This is an optimization exercise on Yosys and OpenROAD, whose aim is a short achievable clock period and few clock cycles, not a production implementation.
At most, simulation tests tie the RTL to the original design; equivalence was not proved.
No functional check of the RTL was part of run 5.
In every run shown here, the design's own scripts or RTL, not TritonCTS, make the clock network.
No driver is modelled on the clock port, so clock power and skew are understated where the tree is cut down; a real chip needs a root buffer or a tree.
Power and IR drop assume default switching activity.

**flow/design.v**
```verilog
`timescale 10ns / 1ns
module procesamiento#(
		parameter n = 120,
		parameter m = 160,
		parameter AW = 15,
		parameter DW = 12
		)
		(
		clk,
		rst,
		init_procesamiento,
		proc_addr_in,
		proc_data_in,
		color,
		figure,
		done
   );
input clk;
input rst;
input init_procesamiento;
output reg [AW-1:0] proc_addr_in;
input [DW-1:0] proc_data_in;
output reg [1:0] color;
output reg [1:0] figure;
output reg done;
localparam [14:0] IDLE_ADDR = 15'd158;    
reg rst_q;
always @(posedge clk) rst_q <= rst;
reg init_q;                      
reg busy, rdv;
reg s0, s1, sA, s159, s160;      
reg s0go;                        
reg first, fin;
reg [7:0] pc;
reg [5:0] r;                     
reg lastrow, row38;              
reg [14:0] addr_p1;              
reg lo_ones;                     
reg [14:0] an;                   
reg [14:0] q_bm, q_c159, q_an;   
reg [14:0] c159;                 
reg Snz;                         
reg fin7, fin8;                  
wire start = ~busy & init_q;
wire rowend = (s159 & ~Snz) | s160;
wire sel_p1 = s0go | (s0 & start) | s1 | (sA & ~s159);
wire sel_c159 = s159 & Snz;
wire [14:0] inc = {lo_ones ? addr_p1[14:5] + 10'd1 : addr_p1[14:5], addr_p1[4:0] + 5'd1};
always @(posedge clk) init_q <= ~rst & init_procesamiento;
always @(posedge clk) begin
	if (rst_q) proc_addr_in <= IDLE_ADDR;
	else if (sel_p1) proc_addr_in <= addr_p1;
	else if (sel_c159) proc_addr_in <= c159;
	else proc_addr_in <= an;
	q_bm <= an - 15'd159;
	q_c159 <= an + 15'd1;
	q_an <= an + 15'd480;
	if (rowend) begin
		addr_p1 <= q_bm; lo_ones <= &q_bm[4:0];
	end else if (~busy & ~init_q) begin
		addr_p1 <= 15'h7fff; lo_ones <= 1'b1;
	end else begin
		addr_p1 <= inc; lo_ones <= addr_p1[4:0] == 5'd30;
	end
	if (rowend) begin
		an <= row38 ? IDLE_ADDR : q_an;
		c159 <= q_c159;
	end else if (start) begin
		an <= 15'd638;               
	end else if (~busy) begin
		an <= IDLE_ADDR;
		c159 <= 15'd159;             
	end
end
always @(posedge clk) begin
	if (rst_q) begin
		busy <= 0; rdv <= 0;
		s0 <= 1; s1 <= 0; sA <= 0; s159 <= 0; s160 <= 0; s0go <= 0;
		first <= 1; fin <= 0;
		pc <= 0; r <= 0; lastrow <= 0; row38 <= 0;
	end else begin
		if (fin8) busy <= 0;
		if (start) begin busy <= 1; rdv <= 1; end
		if (s0 & (rdv | start)) begin
			if (fin) begin
				rdv <= 0; first <= 1; fin <= 0;
				r <= 0; lastrow <= 0; row38 <= 0;
			end else begin
				s0 <= 0; s1 <= 1;
			end
		end
		if (s1) begin
			s1 <= 0; sA <= 1;
		end
		pc <= s1 ? 8'd3 : pc + 8'd1;
		if (sA & ~s159) s159 <= (pc == 8'd159);
		if (sel_c159) begin
			sA <= 0; s159 <= 0; s160 <= 1;
		end
		s0go <= rowend & ~lastrow;
		if (rowend) begin
			sA <= 0; s159 <= 0; s160 <= 0; s0 <= 1;
			first <= 0;
			fin <= lastrow;
			r <= r + 6'd1;
			row38 <= r == 6'd37;
			lastrow <= row38;
		end
	end
end
reg [11:0] d1;
reg f1_p0, f1_first, f1_fin, f1_pa, f1_p159, f1_p160;
always @(posedge clk) begin
	d1 <= proc_data_in;
	f1_first <= first;
	f1_fin <= fin;
	if (rst_q) begin
		f1_p0 <= 0; f1_pa <= 0; f1_p159 <= 0; f1_p160 <= 0;
	end else begin
		f1_p0 <= (rdv | start) & s0;
		f1_pa <= sA;
		f1_p159 <= s159;
		f1_p160 <= s160;
	end
end
reg [11:0] t2, Sreg;
reg nz2, nz157, en2, re2, fin2, clr2;
wire nz1 = |d1;
wire en1 = (f1_pa & nz2) | f1_p160 | (f1_p0 & ~f1_first & nz157);
always @(posedge clk) begin
	nz2 <= nz1;
	t2 <= en1 ? (f1_p0 ? Sreg : d1) : 12'd0;
	if (f1_p0) begin Sreg <= d1; Snz <= nz1; end
	if (f1_p159) nz157 <= nz1;
	if (rst_q) begin
		en2 <= 0; re2 <= 0; fin2 <= 0; clr2 <= 0;
	end else begin
		en2 <= en1;
		re2 <= f1_p0 & ~f1_first;
		fin2 <= f1_p0 & f1_fin;
		clr2 <= f1_p0 & f1_first;
	end
end
reg [3:0] R0, R1, R2, G0, G1, G2, B0, B1, B2;
reg [4:0] R3, G3, B3;
reg Rk0, Rk1, Rk2, Gk0, Gk1, Gk2, Bk0, Bk1, Bk2;
reg [7:0] w, wq, wprev;
reg wvld, wgt;
reg [5:0] fv, am;
reg rf3, rf4, rf5, fin3, fin4, fin5, fin6;
always @(posedge clk) begin
	if (clr2) begin
		{Rk0, R0} <= 0; {Rk1, R1} <= 0; {Rk2, R2} <= 0; R3 <= 0;
		{Gk0, G0} <= 0; {Gk1, G1} <= 0; {Gk2, G2} <= 0; G3 <= 0;
		{Bk0, B0} <= 0; {Bk1, B1} <= 0; {Bk2, B2} <= 0; B3 <= 0;
	end else begin
		{Rk0, R0} <= R0 + t2[11:8];
		{Rk1, R1} <= R1 + Rk0;
		{Rk2, R2} <= R2 + Rk1;
		R3 <= R3 + Rk2;
		{Gk0, G0} <= G0 + t2[7:4];
		{Gk1, G1} <= G1 + Gk0;
		{Gk2, G2} <= G2 + Gk1;
		G3 <= G3 + Gk2;
		{Bk0, B0} <= B0 + t2[3:0];
		{Bk1, B1} <= B1 + Bk0;
		{Bk2, B2} <= B2 + Bk1;
		B3 <= B3 + Bk2;
	end
	if (clr2 | rf3) w <= 0;
	else w <= w + en2;
	wq <= w;
	wvld <= wq > 8'd7;
	wgt <= wprev < wq;
	if (clr2) wprev <= 0;
	else if (rf4) wprev <= wq;
	if (clr2) begin
		fv <= 0; am <= 0;
	end else begin
		fv <= fv + (rf5 & wvld);
		am <= am + (rf5 & wvld & wgt);
	end
	if (rst_q) begin
		rf3 <= 0; rf4 <= 0; rf5 <= 0;
		fin3 <= 0; fin4 <= 0; fin5 <= 0; fin6 <= 0; fin7 <= 0; fin8 <= 0;
	end else begin
		rf3 <= re2;
		rf4 <= rf3;
		rf5 <= rf4;
		fin3 <= fin2;
		fin4 <= fin3;
		fin5 <= fin4;
		fin6 <= fin5;
		fin7 <= fin6;
		fin8 <= fin7;
	end
end
wire [16:0] R = {R3, R2, R1, R0};
wire [16:0] G = {G3, G2, G1, G0};
wire [16:0] B = {B3, B2, B1, B0};
function [2:0] cmp3;             
	input [5:0] a, b;
	cmp3 = {a > b, a < b, a == b};
endfunction
reg [2:0] cRG2, cRG1, cRG0, cRB2, cRB1, cRB0, cGB2, cGB1, cGB0;
reg rg, gr, rb, br, gb, bg;
reg fa, fb, fz;
always @(posedge clk) begin
	cRG2 <= cmp3({1'b0, R[16:12]}, {1'b0, G[16:12]}); cRG1 <= cmp3(R[11:6], G[11:6]); cRG0 <= cmp3(R[5:0], G[5:0]);
	cRB2 <= cmp3({1'b0, R[16:12]}, {1'b0, B[16:12]}); cRB1 <= cmp3(R[11:6], B[11:6]); cRB0 <= cmp3(R[5:0], B[5:0]);
	cGB2 <= cmp3({1'b0, G[16:12]}, {1'b0, B[16:12]}); cGB1 <= cmp3(G[11:6], B[11:6]); cGB0 <= cmp3(G[5:0], B[5:0]);
	rg <= cRG2[2] | (cRG2[0] & (cRG1[2] | (cRG1[0] & cRG0[2])));
	gr <= cRG2[1] | (cRG2[0] & (cRG1[1] | (cRG1[0] & cRG0[1])));
	rb <= cRB2[2] | (cRB2[0] & (cRB1[2] | (cRB1[0] & cRB0[2])));
	br <= cRB2[1] | (cRB2[0] & (cRB1[1] | (cRB1[0] & cRB0[1])));
	gb <= cGB2[2] | (cGB2[0] & (cGB1[2] | (cGB1[0] & cGB0[2])));
	bg <= cGB2[1] | (cGB2[0] & (cGB1[1] | (cGB1[0] & cGB0[1])));
	fa <= fv >= am && am > (fv >> 1);
	fb <= (fv >> 1) >= am && am > (fv >> 2);
	fz <= fv > 0;
end
always @(posedge clk) begin
	if (rst_q) begin
		done <= 0; color <= 0; figure <= 0;
	end else if (start) begin
		done <= 0;
	end else if (fin8) begin
		done <= 1;
		if (rg & rb) color <= 2'd1;
		else if (gr & gb) color <= 2'd2;
		else if (br & bg) color <= 2'd3;
		else color <= 2'd0;
		if (fa) figure <= 2'd1;
		else if (fb) figure <= 2'd2;
		else if (fz) figure <= 2'd3;
		else figure <= 2'd0;
	end
end
endmodule
```
**flow/flow/run.sh**
```bash
#!/bin/bash
# Standard ORFS layout, except that the clock tree is built by flow/cts_hook.tcl
# (a two-level tree of clock inverters: clock port -> 4 inverters -> leaf inverters ->
# flip-flops) in place of TritonCTS. Everything else is the standard.sh.
set -euo pipefail
export PRE_CTS_TCL="$PWD/flow/cts_hook.tcl"
bash standard.sh > "$PWD/standard_flow.log" 2>&1
```
**flow/flow/cts_hook.tcl**
```tcl
# Custom clock tree, run as ORFS's PRE_CTS_TCL hook on the placed design.
# The clock port drives NMID clock inverters, each driving NSUB leaf clock
# inverters, each driving an equal share of the flip-flops, grouped by
# recursive bisection of their placed locations; the two inversions cancel.
# TritonCTS is then skipped.

set ccts_nmid 4
set ccts_nsub 3
set ccts_mid sky130_fd_sc_hd__clkinv_16
set ccts_leaf sky130_fd_sc_hd__clkinv_16
if {[info exists ::env(CCTS_NMID)]} { set ccts_nmid $::env(CCTS_NMID) }
if {[info exists ::env(CCTS_NSUB)]} { set ccts_nsub $::env(CCTS_NSUB) }

proc ccts_center {it} {
  set box [[$it getInst] getBBox]
  return [list [expr {([$box xMin] + [$box xMax]) / 2}] [expr {([$box yMin] + [$box yMax]) / 2}]]
}

# items: list of {x y payload}; split into n groups of near-equal size
proc ccts_split {items n} {
  if {$n <= 1} { return [list $items] }
  set xs [lmap i $items {lindex $i 0}]
  set ys [lmap i $items {lindex $i 1}]
  set dx [expr {[tcl::mathfunc::max {*}$xs] - [tcl::mathfunc::min {*}$xs]}]
  set dy [expr {[tcl::mathfunc::max {*}$ys] - [tcl::mathfunc::min {*}$ys]}]
  set key [expr {$dx >= $dy ? 0 : 1}]
  set sorted [lsort -integer -index $key $items]
  set n1 [expr {$n / 2}]
  set n2 [expr {$n - $n1}]
  set cut [expr {round([llength $sorted] * double($n1) / $n)}]
  set a [lrange $sorted 0 [expr {$cut - 1}]]
  set b [lrange $sorted $cut end]
  return [concat [ccts_split $a $n1] [ccts_split $b $n2]]
}

proc ccts_centroid {items} {
  set sx 0.0; set sy 0.0
  foreach i $items { set sx [expr {$sx + [lindex $i 0]}]; set sy [expr {$sy + [lindex $i 1]}] }
  set k [llength $items]
  return [list [expr {round($sx / $k)}] [expr {round($sy / $k)}]]
}

proc ccts_buffer {block master name x y innet} {
  set inst [odb::dbInst_create $block $master $name]
  set w [[$inst getMaster] getWidth]
  set h [[$inst getMaster] getHeight]
  $inst setLocation [expr {$x - $w / 2}] [expr {$y - $h / 2}]
  $inst setPlacementStatus PLACED
  set net [odb::dbNet_create $block "${name}_net"]
  $net setSigType CLOCK
  [$inst findITerm A] connect $innet
  set out [$inst findITerm X]
  if {$out eq "NULL"} { set out [$inst findITerm Y] }
  $out connect $net
  return $net
}

set block [ord::get_db_block]
set master [[ord::get_db] findMaster $ccts_mid]
set lmaster [[ord::get_db] findMaster $ccts_leaf]
set clknet [$block findNet clk]
$clknet setSigType CLOCK

# Move each flip-flop that drives an output port's buffer next to that buffer,
# so the flip-flop's output wire is short; detailed placement legalizes it.
set die [$block getDieArea]
set dcx [expr {([$die xMin] + [$die xMax]) / 2}]
set dcy [expr {([$die yMin] + [$die yMax]) / 2}]
foreach bt [$block getBTerms] {
  if {[$bt getIoType] ne "OUTPUT"} { continue }
  set n [$bt getNet]
  if {$n eq "NULL"} { continue }
  set buf ""
  foreach it [$n getITerms] { if {[$it isOutputSignal]} { set buf [$it getInst] } }
  if {$buf eq ""} { continue }
  set a [$buf findITerm A]
  if {$a eq "NULL" || [$a getNet] eq "NULL"} { continue }
  set ff ""
  foreach it [[$a getNet] getITerms] { if {[$it isOutputSignal]} { set ff [$it getInst] } }
  if {$ff eq "" || ![string match "*dfxtp*" [[$ff getMaster] getName]]} { continue }
  set bb [$buf getBBox]
  set bx [expr {([$bb xMin] + [$bb xMax]) / 2}]
  set by [expr {([$bb yMin] + [$bb yMax]) / 2}]
  set dx [expr {$dcx - $bx}]
  set dy [expr {$dcy - $by}]
  set d [expr {sqrt($dx * $dx + $dy * $dy) + 1.0}]
  set step 6000
  set fx [expr {round($bx + $step * $dx / $d - [[$ff getMaster] getWidth] / 2)}]
  set fy [expr {round($by + $step * $dy / $d - [[$ff getMaster] getHeight] / 2)}]
  $ff setLocation $fx $fy
  puts "ccts: [$ff getName] moved next to [$buf getName]"
}

set sinks {}
foreach it [$clknet getITerms] {
  lassign [ccts_center $it] x y
  lappend sinks [list $x $y $it]
}
puts "ccts: [llength $sinks] clock sinks, $ccts_nmid x $ccts_nsub leaf buffers"

set mi 0
foreach mgroup [ccts_split $sinks $ccts_nmid] {
  set leaves [ccts_split $mgroup $ccts_nsub]
  set lcent [lmap l $leaves {ccts_centroid $l}]
  lassign [ccts_centroid $lcent] mx my
  set mnet [ccts_buffer $block $master "ccts_mid_$mi" $mx $my $clknet]
  set li 0
  foreach l $leaves c $lcent {
    lassign $c lx ly
    set lnet [ccts_buffer $block $lmaster "ccts_leaf_${mi}_$li" $lx $ly $mnet]
    foreach s $l {
      set it [lindex $s 2]
      $it disconnect
      $it connect $lnet
    }
    puts "ccts: leaf ${mi}_$li at $lx $ly drives [llength $l] sinks"
    incr li
  }
  incr mi
}

global_connect
set_propagated_clock [all_clocks]

# TritonCTS is replaced by the tree above.
rename clock_tree_synthesis ccts_unused_clock_tree_synthesis
proc clock_tree_synthesis {args} { puts "ccts: TritonCTS skipped" }

# repair_clock_inverters would clone the leaf inverters next to every
# flip-flop; the tree above is already placed as intended.
rename repair_clock_inverters ccts_unused_repair_clock_inverters
proc repair_clock_inverters {args} { puts "ccts: repair_clock_inverters skipped" }
```
**flow/standard.sh**
```bash
#!/bin/bash
# synth_recipe.tcl (not shown) runs the flow's synth.tcl, then flattens the netlist and writes it again
# the make line also repeats each setting of config.mk as NAME=value (left out here)
make -C /OpenROAD-flow-scripts/flow DESIGN_CONFIG=/design/flow/config.mk WORK_HOME=/design/flow/orfs CLKGATE_MAP_FILE= SYNTH_SCRIPT=/design/flow/synth_recipe.tcl "${@:-finish}"
```
**flow/config.mk**
```make
export PLATFORM = sky130hd
export DESIGN_NAME = procesamiento
export DESIGN_NICKNAME = procesamiento
export VERILOG_FILES = /design/flow/design.v
export SDC_FILE = /design/flow/constraint.sdc
export NUM_CORES = 4
export LEC_CHECK = 0
export ABC_CLOCK_PERIOD_IN_PS = 1500
export CAP_MARGIN = 20
export CORE_MARGIN = 2
export CORE_UTILIZATION = 60
export PLACE_DENSITY = 0.7
export SETUP_SLACK_MARGIN = 3.5
export SLEW_MARGIN = 20
export TNS_END_PERCENT = 100
```
**flow/constraint.sdc**
```tcl
create_clock -name core_clock -period 5.0 [get_ports {clk}]
set_input_delay 1.0000 -clock core_clock [delete_from_list [all_inputs] [get_ports {clk}]]
set_output_delay 1.0000 -clock core_clock [all_outputs]
set_load 0.01 [all_outputs]
```
==> flow_summary.json, run 1 <==
{
  "status": "no timing/DRC/antenna violations",
  "netlist.area_leader.share_pct": 40.9,
  "dp_hpwl_mm": 16.3,
  "dr.pass1.iters": 5,
  "yosysWarnings": 1,
  "reg2reg_slack_ns": 3.44,
  "start_kind": "flip-flop",
  "rows": 54,
  "synth.distinct_cells": 58,
  "die_area_um2": 23100,
  "nets": 1463,
  "io-pin-count": 35,
  "synth_area_leader_cell": "dfxtp_1",
  "worstHoldPathType": "flip-flop to flip-flop",
  "r2r-start": "init_q",
  "report.final.slew_viol_count": 0,
  "yosys-top-cells-count": "dfxtp_1 (269), nor2_1 (122), ha_1 (118), inv_1 (83), nand3_1 (60)",
  "synth-seq-area-share_pct": 53.2,
  "leakagePower_nw": 6.46,
  "vias": 8767,
  "routed_wl_mm": 25.7,
  "worstSkewPairLatency_ns": 0.18,
  "grt.total_usage_pct": 21.4,
  "path_clk_slew_ns": 0.07,
  "ant_nets": 0,
  "tns_ns": 0,
  "crit_family": "flip-flops",
  "endpoint_kind": "output pin",
  "maxCapViolations": 0,
  "min_from": "first",
  "fin_crit_ns": 1.62,
  "grt_pass1_vias": 8370,
  "max_stage_delay_ns": 0.33,
  "grt_use_met1_pct": 30.9,
  "viasPerCell": 5.46,
  "min_period_over_period_pct": 32.3,
  "arrival_ns": 0.62,
  "grt_busiest_layer": "met2",
  "synth.area.top_cells": "dfxtp_1 (41%), edfxtp_1 (12%), ha_1 (11%)",
  "netlist_area_um2": 13200,
  "vdd_drop_max_v": 0.000321,
  "met2_usage_pct": 36.2,
  "syn2layout_area_growth_pct": 17.8,
  "drc": 0,
  "synth-edff-count": 54,
  "finalClockSkew_ns": 0.0103,
  "cp_max_fo": 1,
  "setup_viol": 0,
  "antenna_cells": 0,
  "crit_buf_inv": 1,
  "io_buffers": 34,
  "synth.most_common_cell": "dfxtp_1",
  "worstMarginPinSlew_ns": 0.738,
  "drive_gt1_share_pct": 19.9,
  "syn_inst": 1235,
  "worstSetupStartpoint": "proc_addr_in[12]",
  "powerDensity_nw_per_um2": 381,
  "total_power_mw": 5.92,
  "start_util_pct": 60.7,
  "ys_seq_elements": 323,
  "syn_nets": 1371,
  "grt_max_degree": 61,
  "path_class": "flip-flop to output pin",
  "drt-initial-drc-count": 334,
  "antenna_found_initial": 1,
  "die_y_um": 152,
  "slowest_stage": "dfxtp_2",
  "met3_usage_pct": 1.76,
  "worstPathRequired_ns": 4.00,
  "syn_avg_cell_area_um2": 10.7,
  "cts_hold_buf": 0,
  "final_hold_viol_count": 0,
  "ys_dominant_reg_cell": "dfxtp_1",
  "grt-ovfl-total": 0,
  "fmax_ghz": 0.618,
  "grt_pass1_wl_mm": 41.9,
  "rsz0062_at_grt": "yes",
  "core_area_um2": 21700,
  "die_x_um": 152,
  "gp_congestion": 0.832,
  "wl_per_cell_um": 16.0,
  "synth-async-reset-ratio_pct": 0,
  "cp_cell_sequence": "buf_6",
  "slew_headroom_pct": 50.8
}
-- layout by cell type, fill, tap and decap left out, types with 10 or more instances in the layout --
| master | synthesis | routed |
|---|---|---|
| dfxtp_1 | 269 | 218 |
| nor2_1 | 122 | 111 |
| ha_1 | 118 | 102 |
| inv_1 | 83 | 73 |
| buf_4 | 3 | 68 |
| nand3_1 | 60 | 58 |
| edfxtp_1 | 54 | 54 |
| nor2b_1 | 52 | 47 |
| a21oi_1 | 47 | 45 |
| nand2_1 | 47 | 44 |
| xnor2_1 | 45 | 44 |
| a21o_1 | 43 | 43 |
| dfxtp_2 | 0 | 40 |
| xor2_1 | 39 | 39 |
| buf_6 | 1 | 27 |
| and2_1 | 20 | 20 |
| mux2i_1 | 20 | 20 |
| clkinv_16 | 0 | 16 |
| nor3_1 | 15 | 15 |
| clkdlybuf4s50_1 | 0 | 14 |
| ha_4 | 0 | 13 |
| and3_1 | 12 | 12 |
| dfxtp_4 | 0 | 11 |
| nand2b_1 | 14 | 11 |
| a311oi_2 | 0 | 10 |
-- power by group --
group          total (mW)  switching (mW)  internal, mW
clock network        1.22           0.963         0.258
registers            3.25           0.236          3.02
logic                1.44           0.692         0.751
total                5.92            1.89          4.02
-- path summary, 6_finish.rpt --
kind	to	depth (start not counted)
max	proc_addr_in[12]	1
max reg2reg	proc_addr_in[12]	6
min	f1_first	0
min reg2reg	f1_first	0
-- stage by stage --
| step | cells | hold WS (ns) | utilization, % | instance area, um^2 | setup slack (ns) |
|---|---|---|---|---|---|
| detailed placement | 1506 | 0.338 | 63.3 | 13700 | 1.75 |
| CTS | 1573 | 0.353 | 68.6 | 14900 | 3.38 |
| finish | 1605 | 0.354 | 71.5 | 15500 | 3.38 |
| floorplan | 1235 | 0.323 | - | 13300 | 3.45 |
| global placement | 1506 | 0.336 | 63.3 | 13700 | 1.88 |
| global route | 1605 | 0.362 | 71.5 | 15500 | 3.35 |
-- metal layers --
layer	up-vias	wire, um
met5	-	0
met4	0	597
met3	42	1070
met2	167	12200
met1	4146	11700
li1	4412	-
-- final cells by class --
cell class / count / area [um^2]
fill: 1593 / 6170
inverter: 99 / 802
multi-input combinational: 786 / 6230
sequential: 323 / 7100
tap: 280 / 350
timing repair buffer: 117 / 1030
-- registers in the layout (all words and copies together), names as in the netlist, 6 cells and up --
signal,flops
Sreg,12
addr_p1,15
am,6
an,15
c159,15
d1,12
fv,6
pc,8
proc_addr_in,15
q_an,15
q_bm,10
q_c159,15
r,6
t2,12
w,8
wprev,8
wq,8
-- cells by family after synthesis --
group,share of synthesized area (%)
flip-flops,53.2
AND/OR/NAND/NOR,15.4
multiplexers,1.52
AO/OA/AOI/OAI,8.70
buffers and inverters,3.92
XOR/XNOR,5.59
adder cells (fa/ha/maj),11.7
-- worst register-to-register path, cell delays in order, from the launching register on --
cell,delay (ns)
dfxtp_2,0.32
nor2b_4,0.15
buf_6,0.13
a2111oi_4,0.41
buf_4,0.21
buf_6,0.11
a311oi_2,0.09
-- timing repair --
action                     CTS  global route
resized for setup          165           110
gates cloned                 4             0
setup endpoints to repair  215            76
pin swaps                   36            34
setup buffers               47            32
Testbench counts, summed over its fixed seeds: cycles 615,628.
==> run 2, diff against run 1 <==
--- a/flow/flow/cts_hook.tcl
+++ b/flow/flow/cts_hook.tcl
@@ -7,3 +7,3 @@
 set ccts_nmid 4
-set ccts_nsub 3
+set ccts_nsub 2
 set ccts_mid sky130_fd_sc_hd__clkinv_16
==> run 2 against run 1 <==
Effect of this change: still clean; synthesized cell count unchanged; sequential share of layout area increased by 0.20 points; final area fell by 0.39%.
==> flow_summary.json, run 2 <==
{
  "status": "no timing/DRC/antenna violations",
  "worstMarginPinSlew_ns": 0.699,
  "rsz0062_at_grt": "yes",
  "mostFrequentLayoutCells": "dfxtp_1 (215), nor2_1 (111), ha_1 (98), inv_1 (71), buf_4 (65)",
  "ys_dominant_reg_cell": "dfxtp_1",
  "vias": 8677,
  "dr.pass1.iters": 5,
  "die_y_um": 152,
  "path_clk_slew_ns": 0.09,
  "syn_inst": 1235,
  "synthMuxAreaShare_pct": 1.52,
  "nets": 1457,
  "wl_per_cell_um": 16.0,
  "rows": 54,
  "syn_nets": 1371,
  "setup_viol": 0,
  "die_area_um2": 23100,
  "max_stage_delay_ns": 0.34,
  "place_area_um2": 13700,
  "synthXorXnorAreaFrac_pct": 5.59,
  "synth_area_leader_cell": "dfxtp_1",
  "pre_cts_ws_ns": 1.75,
  "cp_max_fo": 2,
  "viasPerCell": 5.43,
  "drt-initial-drc-count": 403,
  "dp_hpwl_mm": 16.3,
  "fmax_ghz": 0.620,
  "worstSkewPairLatency_ns": 0.17,
  "finalClockSkew_ns": 0.0103,
  "netlist_area_um2": 13200,
  "min_period_over_period_pct": 32.2,
  "synth.area.top_cells": "dfxtp_1 (41%), edfxtp_1 (12%), ha_1 (11%)",
  "utilization_pct": 71.3,
  "crit_buf_inv": 1,
  "yosys.area_share.simple_pct": 15.4,
  "gp_congestion": 0.832,
  "drc": 0,
  "antenna_found_initial": 0,
  "netlist.area_leader.share_pct": 40.9,
  "grt_pass1_wl_mm": 41.6,
  "ys_seq_elements": 323,
  "tns_ns": 0,
  "worstHoldPathType": "flip-flop to flip-flop",
  "grt.total_usage_pct": 21.1,
  "synth_top_family_by_area": "simple AND/OR/NAND/NOR gates",
  "grt_pass1_vias": 8365,
  "maxCapViolations": 0,
  "seqCellArea_um2": 7100,
  "multi_input_area_um2": 6280,
  "report.final.slew_viol_count": 0,
  "leakagePower_nw": 6.43,
  "powerDensity_nw_per_um2": 373,
  "synthAdderAreaFrac_pct": 11.7,
  "fin_crit_ns": 1.61,
  "syn_avg_cell_area_um2": 10.7,
  "synth.most_common_cell": "dfxtp_1",
  "vdd_drop_max_v": 0.000207,
  "ant_nets": 0,
  "slew_headroom_pct": 53.4,
  "synth-async-reset-ratio_pct": 0,
  "synth-seq-area-share_pct": 53.2,
  "die_x_um": 152,
  "grt_max_degree": 61,
  "grt-ovfl-total": 0,
  "io-pin-count": 35,
  "start_kind": "flip-flop",
  "nFillCells": 1596,
  "antenna_cells": 0,
  "slowest_stage": "dfxtp_2",
  "synth_compound_area_share_pct": 8.70,
  "finalWorstSetupSlack_ns": 3.39,
  "design_area_um2": 15500,
  "synth.distinct_cells": 58,
  "core_area_um2": 21700,
  "crit_family": "flip-flops",
  "final_hold_viol_count": 0,
  "io_buffers": 34,
  "total_power_mw": 5.76,
  "yosysWarnings": 1,
  "arrival_ns": 0.61,
  "cp_cell_sequence": "buf_6",
  "synth-edff-count": 54,
  "start_util_pct": 60.7,
  "drive_gt1_share_pct": 20.5,
  "endpoint_kind": "output pin",
  "yosys-top-cells-count": "dfxtp_1 (269), nor2_1 (122), ha_1 (118), inv_1 (83), nand3_1 (60)",
  "routed_wl_mm": 25.5,
  "syn2layout_area_growth_pct": 17.4,
  "mostFrequentLayoutCell": "dfxtp_1",
  "path_class": "flip-flop to output pin",
  "worstPathRequired_ns": 4.00
}
## run 2: cell counts after synthesis
No cell type changed its count.
## run 2: cells by family after synthesis
| kind of cell | after synthesis |
|---|---|
| buf+inv | 129 |
| xor+xnor | 84 |
| simple gates | 395 |
| fa+ha+maj | 121 |
| mux | 20 |
| flops | 323 |
| compound gates | 163 |
## run 2: where the power goes
| group | internal, mW | leakage, nW | switching [mW] |
|---|---|---|---|
| Sequential | 3.02 | 2.74 | 0.236 |
| Combinational | 0.763 | 3.55 | 0.693 |
| Clock | 0.210 | 0.137 | 0.845 |
## run 2: final timing paths
kind / start / end / slack [ns] / cells past startpoint
worst min-delay path: first / f1_first / 0.35 / 0
worst min register to register: first / f1_first / 0.35 / 0
worst max-delay path: color[0] / color[0] / 3.39 / 1
worst max register to register: sA / proc_addr_in[13] / 3.44 / 6
## run 2: stage by stage
stage          hold WS [ns]  cells
2_1_floorplan         0.323   1235
3_5_place_dp          0.338   1506
5_1_grt               0.365   1599
3_3_place_gp          0.336   1506
6_report              0.353   1599
4_1_cts               0.358   1570
## run 2: what timing repair did
item	in CTS	in global routing
buffers inserted	48	29
pin swaps	38	50
gates cloned	4	0
hold buffers	0	0
setup endpoints to repair	221	76
gates resized for setup	167	119
## run 2: layout make-up
| class | count | share of cell area (%) |
|---|---|---|
| Multi-Input combinational cell | 786 | 40.7 |
| Inverter | 95 | 4.40 |
| Tap cell | 280 | 2.27 |
| Sequential cell | 323 | 46.0 |
| Timing Repair Buffer | 115 | 6.72 |
## run 2: metal layers
| metal | GRT usage (%) | share of wire (%) |
|---|---|---|
| met4 | 2.58 | 1.8 |
| met2 | 36.1 | 48 |
| met3 | 1.56 | 3.2 |
| met1 | 30.5 | 47 |
| met5 | 0 | 0 |
==> run 3, diff against run 2 <==
--- a/flow/flow/cts_hook.tcl
+++ b/flow/flow/cts_hook.tcl
@@ -90,2 +90,3 @@
   $ff setLocation $fx $fy
+  $buf swapMaster [[ord::get_db] findMaster sky130_fd_sc_hd__buf_8]
   puts "ccts: [$ff getName] moved next to [$buf getName]"
==> run 3 against run 2 <==
Effect of this change: still clean on timing, DRC and antenna; sequential power about the same; clock power about the same; die area is the same; global-route usage is 0.19 points higher; final cell count shrank 0.19%; critical endpoint is now proc_addr_in[9]; largest cell class unchanged; highest routed layer unchanged.
==> flow_summary.json, run 3 <==
{
  "tns_ns": 0,
  "min_period_over_period_pct": 32.7,
  "finalClockSkew_ns": 0.0122,
  "slew_headroom_pct": 52.9,
  "syn2layout_area_growth_pct": 17.6,
  "slowest_stage": "dfxtp_2",
  "dr_wl_met3_um": 722,
  "powerDensity_nw_per_um2": 373,
  "yosysWarnings": 1,
  "netlist_area_um2": 13200,
  "start_util_pct": 60.7,
  "cts_hold_buf": 0,
  "nFillCells": 1580,
  "drt-met1-wl_mm": 12.2,
  "worstHoldPathType": "flip-flop to flip-flop",
  "grt_max_degree": 61,
  "fmax_ghz": 0.613,
  "syn_avg_cell_area_um2": 10.7,
  "crit_buf_inv": 1,
  "grt.total_usage_pct": 21.3,
  "ant_nets": 0,
  "die_area_um2": 23100,
  "path_clk_slew_ns": 0.09,
  "cp_max_fo": 1,
  "vias": 8657,
  "fin_crit_ns": 1.63,
  "core_area_um2": 21700,
  "die_x_um": 152,
  "nets": 1454,
  "synth.area.top_cells": "dfxtp_1 (41%), edfxtp_1 (12%), ha_1 (11%)",
  "dr_wl_met2_mm": 12.0,
  "viasPerCell": 5.42,
  "io_buffers": 34,
  "endpoint_kind": "output pin",
  "rows": 54,
  "ys_dominant_reg_cell": "dfxtp_1",
  "path_class": "flip-flop to output pin",
  "drive_gt1_share_pct": 19.9,
  "grt-ovfl-total": 0,
  "final_hold_viol_count": 0,
  "syn_inst": 1235,
  "rsz0062_at_grt": "yes",
  "io-pin-count": 35,
  "mostFrequentLayoutCells": "dfxtp_1 (213), nor2_1 (109), ha_1 (101), inv_1 (72), buf_4 (66)",
  "max_stage_delay_ns": 0.37,
  "drt-initial-drc-count": 366,
  "syn_nets": 1371,
  "status": "no timing/DRC/antenna violations",
  "synth-edff-count": 54,
  "setup_viol": 0,
  "antenna_cells": 0,
  "top_layer_used": "met4",
  "routed_wl_mm": 25.5,
  "wl_per_cell_um": 16.0,
  "synth-seq-area-share_pct": 53.2,
  "worstMarginPinSlew_ns": 0.707,
  "start_kind": "flip-flop",
  "crit_family": "flip-flops",
  "utilization_pct": 71.4,
  "leakagePower_nw": 6.43,
  "cp_cell_sequence": "buf_8",
  "grt_pass1_wl_mm": 41.9,
  "maxCapViolations": 0,
  "instances_no_fill": 1596,
  "synth.most_common_cell": "dfxtp_1",
  "vdd_drop_max_v": 0.000207,
  "grt_pass1_vias": 8329,
  "arrival_ns": 0.63,
  "dr.pass1.iters": 5,
  "report.final.slew_viol_count": 0,
  "worstPathRequired_ns": 4.00,
  "yosys-top-cells-count": "dfxtp_1 (269), nor2_1 (122), ha_1 (118), inv_1 (83), nand3_1 (60)",
  "worstSkewPairLatency_ns": 0.17,
  "gp_congestion": 0.832,
  "die_y_um": 152,
  "synth.distinct_cells": 58,
  "synth-async-reset-ratio_pct": 0,
  "mostFrequentLayoutCell": "dfxtp_1",
  "synth_area_leader_cell": "dfxtp_1",
  "dp_hpwl_mm": 16.3,
  "netlist.area_leader.share_pct": 40.9,
  "placed_cells_incl_taps": 1506,
  "antenna_found_initial": 0,
  "ys_seq_elements": 323,
  "drc": 0
}
-- run 3: cell counts after synthesis --
Identical to the previous run, type by type.
-- run 3: final cells by class --
class                      instances  area (um^2)  share of cell area, %
sequential                       323         7100                   45.9
multi-input combinational        786         6240                   40.3
timing repair buffer             112         1100                   7.13
inverter                          95          677                   4.37
tap                              280          350                   2.26
-- run 3: metrics by stage --
| step | hold WS [ns] | worst slack [ns] | total power [mW] | cell area, um^2 |
|---|---|---|---|---|
| floorplan | 0.323 | 3.45 | 4.06 | 13300 |
| global placement | 0.336 | 1.88 | 4.36 | 13700 |
| detailed placement | 0.338 | 1.75 | 4.39 | 13700 |
| CTS | 0.358 | 3.37 | 5.62 | 14900 |
| global route | 0.364 | 3.34 | 6.13 | 15500 |
| finish | 0.354 | 3.37 | 5.78 | 15500 |
-- run 3: kinds of logic after synthesis --
logic type / share of synthesized area (%)
DFF: 53.2
AOI/OAI and AO/OA: 8.70
buffers and inverters: 3.92
xor gates and xnor gates: 5.59
and+or+nand+nor: 15.4
adders and majority gates: 11.7
muxes: 1.52
-- run 3: per-layer routing --
metal / track usage, % / up-vias
met1: 31.0 / 4091
met3: 1.25 / 35
met5: 0 / -
met4: 2.76 / 0
li1: - / 4393
met2: 36.4 / 138
-- run 3: path summary, 6_finish.rpt --
kind	start	to	slack (ns)	cells after the start
worst min-delay path	first	f1_first	0.35	0
worst max register to register	init_q	proc_addr_in[6]	3.45	6
worst max-delay path	proc_addr_in[9]	proc_addr_in[9]	3.37	1
worst min register to register	first	f1_first	0.35	0
-- run 3: power breakdown --
group	internal [mW]	switching [mW]	total, mW
clock	0.209	0.843	1.05
sequential	3.02	0.241	3.26
combinational	0.774	0.695	1.47
total	4.00	1.78	5.78
-- run 3: timing repair --
item	CTS	global route
resized for setup	88	97
buffers inserted	43	31
cloned	4	0
setup endpoints to repair	219	77
pin swaps	38	41
-- run 3: worst register-to-register path, cell delays in order, from the launching register on --
cell and delay (ns):
dfxtp_2 0.33, nor2b_4 0.15, a2111oi_4 0.33, buf_4 0.19, buf_6 0.13, nor2_1 0.06
a311oi_2 0.24
==> run 4, diff against run 3 <==
--- a/flow/flow/cts_hook.tcl
+++ b/flow/flow/cts_hook.tcl
@@ -7,5 +7,5 @@
 set ccts_nmid 4
-set ccts_nsub 2
+set ccts_nsub 4
 set ccts_mid sky130_fd_sc_hd__clkinv_16
-set ccts_leaf sky130_fd_sc_hd__clkinv_16
+set ccts_leaf sky130_fd_sc_hd__clkinv_8
 if {[info exists ::env(CCTS_NMID)]} { set ccts_nmid $::env(CCTS_NMID) }
@@ -90,3 +90,2 @@
   $ff setLocation $fx $fy
-  $buf swapMaster [[ord::get_db] findMaster sky130_fd_sc_hd__buf_8]
   puts "ccts: [$ff getName] moved next to [$buf getName]"
==> run 4 against run 3 <==
Effect of this change: area after synthesis unchanged; core utilization about the same; synthesized cell count unchanged; global-route usage increased by 0.095 points; via count increased by 0.89%; register-to-register slack got worse by 0.03 ns; total power increased by 0.31%; highest routed layer unchanged; still clean on timing, DRC and antenna.
==> flow_summary.json, run 4 <==
{
  "grt_pass1_vias": 8424,
  "start_util_pct": 60.7,
  "finalClockSkew_ns": 0.00817,
  "io-pin-count": 35,
  "syn_nets": 1371,
  "path_class": "flip-flop to output pin",
  "slew_headroom_pct": 52.5,
  "cp_max_fo": 2,
  "drc": 0,
  "p_sw_share_pct": 31.2,
  "tns_ns": 0,
  "grt.total_usage_pct": 21.4,
  "synth-seq-area-share_pct": 53.2,
  "netlist_area_um2": 13200,
  "grt_max_degree": 61,
  "leakagePower_nw": 6.44,
  "fmax_ghz": 0.622,
  "gp_congestion": 0.832,
  "crit_family": "flip-flops",
  "wl_per_cell_um": 16.0,
  "seq_power_share_pct": 56.1,
  "path_clk_slew_ns": 0.08,
  "die_y_um": 152,
  "antenna_found_initial": 0,
  "p_switching_mw": 1.81,
  "viasPerCell": 5.45,
  "die_x_um": 152,
  "dp_hpwl_mm": 16.3,
  "final_hold_viol_count": 0,
  "min_period_over_period_pct": 32.1,
  "start_kind": "flip-flop",
  "synth.area.top_cells": "dfxtp_1 (41%), edfxtp_1 (12%), ha_1 (11%)",
  "die_area_um2": 23100,
  "mostFrequentLayoutCells": "dfxtp_1 (216), nor2_1 (106), ha_1 (100), inv_1 (69), buf_4 (60)",
  "total_power_mw": 5.80,
  "power_frac_comb_pct": 25.1,
  "nets": 1462,
  "fin_crit_ns": 1.61,
  "slowest_stage": "dfxtp_2",
  "routed_wl_mm": 25.7,
  "cp_cell_sequence": "buf_6",
  "synth.most_common_cell": "dfxtp_1",
  "crit_buf_inv": 1,
  "arrival_ns": 0.61,
  "syn_inst": 1235,
  "rsz0062_at_grt": "yes",
  "grt_pass1_wl_mm": 42.1,
  "ant_nets": 0,
  "worstMarginPinSlew_ns": 0.713,
  "dr.pass1.iters": 4,
  "syn2layout_area_growth_pct": 17.5,
  "p_int_mw": 3.99,
  "setup_viol": 0,
  "nFillCells": 1601,
  "syn_avg_cell_area_um2": 10.7,
  "worstSkewPairLatency_ns": 0.16,
  "drive_gt1_share_pct": 20.9,
  "vias": 8734,
  "worstPathRequired_ns": 4.00,
  "yosys-top-cells-count": "dfxtp_1 (269), nor2_1 (122), ha_1 (118), inv_1 (83), nand3_1 (60)",
  "synth.distinct_cells": 58,
  "synth-async-reset-ratio_pct": 0,
  "antenna_cells": 0,
  "synth-edff-count": 54,
  "powerDensity_nw_per_um2": 375,
  "report.final.slew_viol_count": 0,
  "yosysWarnings": 1,
  "core_area_um2": 21700,
  "netlist.area_leader.share_pct": 40.9,
  "design_area_um2": 15500,
  "mostFrequentLayoutCell": "dfxtp_1",
  "rows": 54,
  "drt-initial-drc-count": 373,
  "place_area_um2": 13700,
  "synth_area_leader_cell": "dfxtp_1",
  "grt-ovfl-total": 0,
  "p_clk_share_pct": 18.8,
  "ys_seq_elements": 323,
  "endpoint_kind": "output pin",
  "vdd_drop_max_v": 0.000265,
  "maxCapViolations": 0,
  "worstHoldPathType": "flip-flop to flip-flop",
  "max_stage_delay_ns": 0.33,
  "io_buffers": 34,
  "ys_dominant_reg_cell": "dfxtp_1",
  "status": "no timing/DRC/antenna violations"
}
-- run 4: metrics by stage --
| step | util (%) | std cells | setup slack (ns) | hold WS, ns |
|---|---|---|---|---|
| final | 71.3 | 1604 | 3.39 | 0.349 |
| after global placement | 63.3 | 1506 | 1.88 | 0.336 |
| after floorplan | - | 1235 | 3.45 | 0.323 |
| after detailed placement | 63.3 | 1506 | 1.75 | 0.338 |
| after global routing | 71.3 | 1604 | 3.37 | 0.359 |
| after CTS | 68.0 | 1576 | 3.39 | 0.351 |
-- run 4: layer usage --
layer | GRT usage (%) | part of all wire, % | wire [um]
met5 | 0 | 0 | 0
met4 | 3.60 | 2.5 | 630
met3 | 1.54 | 3.3 | 838
met2 | 36.3 | 47 | 12200
met1 | 30.8 | 47 | 12000
-- run 4: path summary, 6_finish.rpt --
path                 start    endpoint  slack [ns]  cells after the start
hold reg to reg      first    f1_first        0.35                      0
setup reg to reg     an[6]  q_c159[11]        3.42                      6
hold / removal       first    f1_first        0.35                      0
setup / recovery  color[0]    color[0]        3.39                      1
-- run 4: area by class of cell --
type	instances	area, um^2	share of cell area [%]
inverter	103	697	4.50
multi-input combinational	786	6280	40.6
sequential	323	7100	45.9
tap	280	350	2.26
timing repair buffer	112	1040	6.74
-- run 4: power by group through the flow --
stage	Sequential (mW)	Clock, mW	Combinational [mW]
after floorplan	3.20	0	0.862
after global placement	3.29	0	1.08
after detailed placement	3.29	0	1.10
after CTS	3.23	1.13	1.28
after global routing	3.30	1.23	1.63
final	3.25	1.09	1.46
-- run 4: timing repair --
item,in CTS,in global routing
pin swaps,35,39
hold buffers,0,0
setup endpoints to repair,210,86
setup buffers,46,28
resized for setup,162,130
cloned,4,0
-- run 4: logic make-up after synthesis --
group,count (synthesis),synth area share [%]
DFF,323,53.2
AOI/OAI and AO/OA,163,8.70
xor gates and xnor gates,84,5.59
muxes,20,1.52
and+or+nand+nor,395,15.4
buffers and inverters,129,3.92
adders and majority gates,121,11.7
==> run 5, diff against run 4 <==
--- a/flow/design.v
+++ b/flow/design.v
@@ -110,17 +110,4 @@
 end
-reg [11:0] d1;
-reg f1_p0, f1_first, f1_fin, f1_pa, f1_p159, f1_p160;
-always @(posedge clk) begin
-	d1 <= proc_data_in;
-	f1_first <= first;
-	f1_fin <= fin;
-	if (rst_q) begin
-		f1_p0 <= 0; f1_pa <= 0; f1_p159 <= 0; f1_p160 <= 0;
-	end else begin
-		f1_p0 <= (rdv | start) & s0;
-		f1_pa <= sA;
-		f1_p159 <= s159;
-		f1_p160 <= s160;
-	end
-end
+wire p0 = (rdv | start) & s0;
+wire [11:0] d1 = proc_data_in;
 reg [11:0] t2, Sreg;
@@ -128,8 +115,8 @@
 wire nz1 = |d1;
-wire en1 = (f1_pa & nz2) | f1_p160 | (f1_p0 & ~f1_first & nz157);
+wire en1 = (sA & nz2) | s160 | (p0 & ~first & nz157);
 always @(posedge clk) begin
 	nz2 <= nz1;
-	t2 <= en1 ? (f1_p0 ? Sreg : d1) : 12'd0;
-	if (f1_p0) begin Sreg <= d1; Snz <= nz1; end
-	if (f1_p159) nz157 <= nz1;
+	t2 <= en1 ? (p0 ? Sreg : d1) : 12'd0;
+	if (p0) begin Sreg <= d1; Snz <= nz1; end
+	if (s159) nz157 <= nz1;
 	if (rst_q) begin
@@ -138,5 +125,5 @@
 		en2 <= en1;
-		re2 <= f1_p0 & ~f1_first;
-		fin2 <= f1_p0 & f1_fin;
-		clr2 <= f1_p0 & f1_first;
+		re2 <= p0 & ~first;
+		fin2 <= p0 & fin;
+		clr2 <= p0 & first;
 	end
==> run 5 against run 4 <==
Effect of this change: still clean on timing, DRC and antenna; first-iteration DRC count rose by 20%; global-route usage rose by 1.1 points; sequential cell count fell by 18; combinational power fell by 25%; sequential share of layout area fell by 1.2 points; fmax fell by 5.7%; routed wire length rose by 0.16%; largest cell class unchanged; register-to-register slack improved by 0.04 ns; worst hold slack improved by 0.014 ns; area after synthesis fell by 2.2%; sequential power fell by 9.2%; critical path depth rose by 2; critical path type is now input port to flip-flop; highest routed layer unchanged.
==> flow_summary.json, run 5 <==
{
  "yosys-top-cells-count": "dfxtp_1 (251), ha_1 (119), nor2_1 (110), inv_1 (83), nand2_1 (63)",
  "vdd_drop_max_v": 0.000257,
  "die_y_um": 151,
  "fmax_ghz": 0.587,
  "slowest_stage": "nor4_4",
  "powerDensity_nw_per_um2": 339,
  "worstPathRequired_ns": 4.89,
  "netlist.area_leader.share_pct": 39.0,
  "synth.area.top_cells": "dfxtp_1 (39%), edfxtp_1 (13%), ha_1 (12%)",
  "dp_hpwl_mm": 16.6,
  "netlist_area_um2": 12900,
  "start_util_pct": 61.3,
  "die_x_um": 151,
  "syn_nets": 1355,
  "cts_hold_buf": 0,
  "worstHoldPathType": "flip-flop to flip-flop",
  "core_area_um2": 21000,
  "wl_per_cell_um": 16.3,
  "die_area_um2": 22700,
  "dr.pass1.iters": 5,
  "drt-initial-drc-count": 448,
  "drc": 0,
  "ys_seq_elements": 305,
  "report.final.slew_viol_count": 0,
  "grt_max_degree": 51,
  "io-pin-count": 35,
  "synth-async-reset-ratio_pct": 0,
  "endpoint_kind": "flip-flop",
  "cp_max_fo": 3,
  "holdPathStages": 0,
  "grt-ovfl-total": 0,
  "syn_inst": 1218,
  "syn2layout_area_growth_pct": 17.3,
  "path_class": "input port to flip-flop",
  "final_hold_viol_count": 0,
  "total_power_mw": 5.12,
  "yosysWarnings": 1,
  "synth_area_leader_cell": "dfxtp_1",
  "tns_ns": 0,
  "mostFrequentLayoutCell": "dfxtp_1",
  "worstSkewPairLatency_ns": 0.17,
  "synth-seq-area-share_pct": 51.6,
  "synth.most_common_cell": "dfxtp_1",
  "synth-edff-count": 54,
  "reg2reg_slack_ns": 3.46,
  "slew_headroom_pct": 66.8,
  "utilization_pct": 71.8,
  "antenna_cells": 0,
  "worstMarginPinSlew_ns": 0.498,
  "cp_cell_sequence": "buf_8, nor4_4, nand3_2",
  "grt_pass1_vias": 8360,
  "drive_gt1_share_pct": 21.3,
  "hold_end": "wq[0]",
  "grt_pass1_wl_mm": 41.4,
  "status": "no timing/DRC/antenna violations",
  "viasPerCell": 5.46,
  "io_buffers": 34,
  "min_period_over_period_pct": 34.1,
  "antenna_found_initial": 0,
  "grt.total_usage_pct": 22.5,
  "rows": 53,
  "start_kind": "input port",
  "path_clk_slew_ns": 0.07,
  "crit_family": "simple AND/OR/NAND/NOR gates",
  "min_from": "w[0]",
  "mostFrequentLayoutCells": "dfxtp_1 (199), nor2_1 (108), ha_1 (100), inv_1 (75), nand2_1 (59)",
  "synth.distinct_cells": 68,
  "worstReg2RegEnd": "cGB1[2]",
  "crit_buf_inv": 1,
  "nFillCells": 1518,
  "gp_congestion": 0.824,
  "max_stage_delay_ns": 0.32,
  "fin_crit_ns": 1.70,
  "maxCapViolations": 0,
  "finalClockSkew_ns": 0.0127,
  "r2r-start": "G2[1]",
  "nets": 1441,
  "setup_viol": 0,
  "ant_nets": 0,
  "leakagePower_nw": 6.26,
  "vias": 8609,
  "routed_wl_mm": 25.7,
  "r2r_cells": 6,
  "ys_dominant_reg_cell": "dfxtp_1",
  "arrival_ns": 1.59,
  "rsz0062_at_grt": "yes",
  "syn_avg_cell_area_um2": 10.6
}
## run 5: cell types whose count changed in the layout (fill, tap and decap cells not counted), moves of 6 or more
cell	change
clkdlybuf4s50_1	-14
nor2_2	-10
a21oi_1	-6
dfxtp_1	-17
mux2i_1	-12
inv_1	+6
nand2_1	+16
nand3_1	-10
a21oi_2	+9
## run 5: cell families after synthesis
group / count (synthesis) / synth area share (%)
buffers and inverters: 128 / 4.05
AND/OR/NAND/NOR: 397 / 15.8
multiplexers: 8 / 0.622
XOR/XNOR: 85 / 5.78
flip-flops: 305 / 51.6
AO/OA/AOI/OAI: 173 / 10.1
adder cells (fa/ha/maj): 122 / 12.0
## run 5: per-layer routing
layer	up-vias	global-route usage [%]	part of all wire, %
met2	149	37.5	46
li1	4351	-	-
met5	-	0	0
met1	4074	32.5	48
met4	0	4.48	2.2
met3	35	1.61	3.4
## run 5: cell type report
| type | count | area [um^2] | share of cell area [%] |
|---|---|---|---|
| multi-input combinational | 788 | 6350 | 42.0 |
| tap | 275 | 344 | 2.28 |
| sequential | 305 | 6750 | 44.7 |
| inverter | 105 | 713 | 4.72 |
| timing repair inverter | 1 | 6.26 | 0.0414 |
| timing repair buffer | 103 | 942 | 6.24 |
## run 5: stage by stage
stage	instances	instance area (um^2)	hold WS (ns)	setup slack, ns
floorplan	1218	13000	0.334	3.36
global placement	1488	13500	0.340	2.36
detailed placement	1488	13500	0.353	2.33
CTS	1555	14500	0.365	3.33
global route	1577	15100	0.383	3.29
finish	1577	15100	0.363	3.30
## run 5: power breakdown
group | internal [mW] | switching [mW] | leakage (nW)
registers | 2.77 | 0.179 | 2.58
clock network | 0.209 | 0.866 | 0.156
logic | 0.573 | 0.526 | 3.53
## run 5: how the worst max path moves through the flow
stage / slack, ns / depth (start not counted) / endpoint / from
4_1_cts: 3.33 / 3 / Snz / proc_data_in[5]
6_report: 3.30 / 3 / Snz / proc_data_in[5]
3_5_place_dp: 2.33 / 5 / addr_p1[6] / Snz
2_1_floorplan: 3.36 / 7 / addr_p1[6] / Snz
5_1_grt: 3.29 / 3 / Snz / proc_data_in[6]
3_3_place_gp: 2.36 / 5 / addr_p1[6] / Snz
## run 5: timing repair
action / CTS / global route
cloned: 4 / 2
pin swaps: 38 / 36
setup buffers: 43 / 20
setup endpoints to repair: 259 / 132
gates resized for setup: 222 / 116
==> run 6, diff against run 5 <==
--- a/flow/design.v
+++ b/flow/design.v
@@ -115,3 +115,3 @@
 wire nz1 = |d1;
-wire en1 = (sA & nz2) | s160 | (p0 & ~first & nz157);
+wire en1 = (sA & nz2) | s160 | (p0 & ~first & (Snz ? nz157 : nz2));
 always @(posedge clk) begin
@@ -119,4 +119,5 @@
 	t2 <= en1 ? (p0 ? Sreg : d1) : 12'd0;
-	if (p0) begin Sreg <= d1; Snz <= nz1; end
-	if (s159) nz157 <= nz1;
+	if (p0) Sreg <= d1;
+	Snz <= |Sreg;
+	if (s160) nz157 <= nz2;
 	if (rst_q) begin
==> run 6 against run 5 <==
Effect of this change: still clean on timing, DRC and antenna; sequential cell count unchanged; final cell count shrank 0.19%; critical path type is now flip-flop to output pin; clock skew decreased by 0.0047 ns; area after synthesis fell by 0.16%; highest routed layer unchanged; largest power group unchanged.
==> flow_summary.json, run 6 <==
{
  "worstHoldPathType": "flip-flop to flip-flop",
  "ys_seq_elements": 305,
  "drt-initial-drc-count": 412,
  "synth-edff-count": 53,
  "instances_no_fill": 1574,
  "crit_family": "flip-flops",
  "path_class": "flip-flop to output pin",
  "cp_cell_sequence": "buf_2",
  "syn_inst": 1213,
  "syn2layout_area_growth_pct": 16.4,
  "antenna_cells": 0,
  "total_power_mw": 5.09,
  "grt.total_usage_pct": 22.0,
  "fin_crit_ns": 1.60,
  "dp_hpwl_mm": 16.7,
  "rsz0062_at_grt": "yes",
  "vdd_drop_max_v": 0.000226,
  "grt-ovfl-total": 0,
  "placed_cells_incl_taps": 1482,
  "tns_ns": 0,
  "worstSkewPairLatency_ns": 0.16,
  "final_hold_viol_count": 0,
  "crit_buf_inv": 1,
  "mostFrequentLayoutCells": "dfxtp_1 (205), nor2_1 (104), ha_1 (103), inv_1 (73)",
  "fmax_ghz": 0.624,
  "grt_max_degree": 53,
  "rows": 53,
  "gp_congestion": 0.828,
  "slew_headroom_pct": 54.9,
  "io-pin-count": 35,
  "core_area_um2": 21000,
  "synth.distinct_cells": 59,
  "mostFrequentLayoutCell": "dfxtp_1",
  "cts_hold_buf": 0,
  "synth.most_common_cell": "dfxtp_1",
  "setup_viol": 0,
  "min_period_over_period_pct": 32.0,
  "vias": 8662,
  "drc": 0,
  "viasPerCell": 5.50,
  "synth.area.top_cells": "dfxtp_1 (39%), edfxtp_1 (12%), ha_1 (12%)",
  "dr.pass1.iters": 5,
  "die_area_um2": 22600,
  "synth-async-reset-ratio_pct": 0,
  "wl_per_cell_um": 16.3,
  "nets": 1438,
  "slowest_stage": "dfxtp_1",
  "leakagePower_nw": 6.19,
  "grt_pass1_wl_mm": 40.8,
  "die_y_um": 150,
  "maxCapViolations": 0,
  "synth_area_leader_cell": "dfxtp_1",
  "syn_nets": 1350,
  "drive_gt1_share_pct": 20.9,
  "syn_avg_cell_area_um2": 10.6,
  "die_x_um": 150,
  "max_stage_delay_ns": 0.31,
  "cp_max_fo": 1,
  "finalClockSkew_ns": 0.00794,
  "worstPathRequired_ns": 4.00,
  "arrival_ns": 0.60,
  "path_clk_slew_ns": 0.07,
  "ys_dominant_reg_cell": "dfxtp_1",
  "grt_pass1_vias": 8255,
  "report.final.slew_viol_count": 0,
  "routed_wl_mm": 25.6,
  "yosysWarnings": 1,
  "netlist.area_leader.share_pct": 39.2,
  "ant_nets": 0,
  "yosys-top-cells-count": "dfxtp_1 (252), ha_1 (119), nor2_1 (107), inv_1 (84), nand3_1 (63)",
  "netlist_area_um2": 12900,
  "io_buffers": 34,
  "endpoint_kind": "output pin",
  "start_util_pct": 61.2,
  "antenna_found_initial": 0,
  "powerDensity_nw_per_um2": 340,
  "worstMarginPinSlew_ns": 0.676,
  "synth-seq-area-share_pct": 51.6,
  "start_kind": "flip-flop",
  "status": "no timing/DRC/antenna violations"
}
-- run 6: cell types whose count changed after synthesis, moves of 3 or more --
cell	previous run	this run
nand2_1	63	43
buf_1	1	4
nor3_1	16	21
nor2_1	110	107
nand2b_1	12	15
nor3b_1	5	2
a22o_1	0	12
and2_1	25	22
nand3_1	51	63
nor2b_1	48	51
xor2_1	41	31
xnor2_1	44	53
a21oi_1	51	45
-- run 6: metrics by stage --
step	instance area, um^2	setup WS, ns	utilization [%]	hold WS [ns]
2_1_floorplan	12900	3.51	-	0.334
3_3_place_gp	13400	2.56	63.9	0.338
3_5_place_dp	13400	2.53	63.9	0.346
4_1_cts	14400	3.39	68.5	0.359
5_1_grt	15000	3.36	71.2	0.369
6_report	15000	3.40	71.2	0.360
-- run 6: layer usage --
metal  routed length, um  GRT usage (%)  vias up
met5                   0              0        -
met4                 485           3.49        0
met3                 838           1.82       37
met2               12300           38.1      149
met1               11900           30.8     4119
li1                    -              -     4357
-- run 6: final timing paths --
| check | cells past startpoint | slack (ns) | to | start |
|---|---|---|---|---|
| setup / recovery | 1 | 3.40 | proc_addr_in[6] | proc_addr_in[6] |
| hold / removal | 0 | 0.36 | wq[0] | w[0] |
| setup reg to reg | 6 | 3.43 | proc_addr_in[10] | sA |
| hold reg to reg | 0 | 0.36 | wq[0] | w[0] |
-- run 6: layout make-up --
cell class | count | area, um^2
fill | 1554 | 6050
multi-input combinational | 781 | 6250
inverter | 105 | 709
sequential | 305 | 6720
timing repair buffer | 108 | 946
tap | 275 | 344
-- run 6: repair_timing --
action / CTS / global route
pin swaps: 34 / 39
gates resized for setup: 206 / 102
endpoints found under the setup margin: 247 / 103
cloned: 6 / 0
setup buffers: 45 / 21
-- run 6: cells by family after synthesis --
family	Yosys count	synth area share [%]
flops	305	51.6
xor+xnor	84	5.72
compound gates	175	10.3
buf+inv	130	4.07
mux	9	0.701
simple gates	388	15.6
fa+ha+maj	122	12.0
-- run 6: power by group --
group          switching [mW]  leakage (nW)  internal (mW)
registers               0.176          2.57           2.77
logic                   0.520          3.46          0.563
clock network           0.853         0.156          0.209
total                    1.55          6.19           3.54
Testbench counts of run 6, summed over its fixed seeds: cycles 615,532.

[port drivers added, routing unchanged]
Ports are ideal in the flow. The routed layouts listed here were re-timed in OpenROAD.
Step 1 (the two cells are an assumption about what drives the block):
set clk [get_ports {clk}]
set_driving_cell -lib_cell sky130_fd_sc_hd__clkbuf_16 $clk
set_driving_cell -lib_cell sky130_fd_sc_hd__buf_2 [delete_from_list [all_inputs] $clk]
Step 2, shift: input delay + t, output delay - t, t = (earliest + latest rising clock arrival at the registers) / 2. This alone moves slack from input paths to output paths.
a / b / c = ideal ports / drivers / drivers and shift; a / b = the first two.
run	t (ns)	setup WS [ns]	pins driven straight from the clock port
run 1	0.402	3.383 / 3.150 / 3.331	4
run 2	0.384	3.388 / 3.165 / 3.327	4
run 3	0.383	3.367 / 3.143 / 3.329	4
run 4	0.384	3.393 / 3.168 / 3.326	4
run 5	0.383	3.296 / 3.165 / 3.092	4
run 6	0.381	3.398 / 3.174 / 3.323	4
After both steps every run listed still meets setup and hold. The setup slack of run 5, which loses most, moves by -0.131 ns with the drivers and by -0.204 ns with both steps.
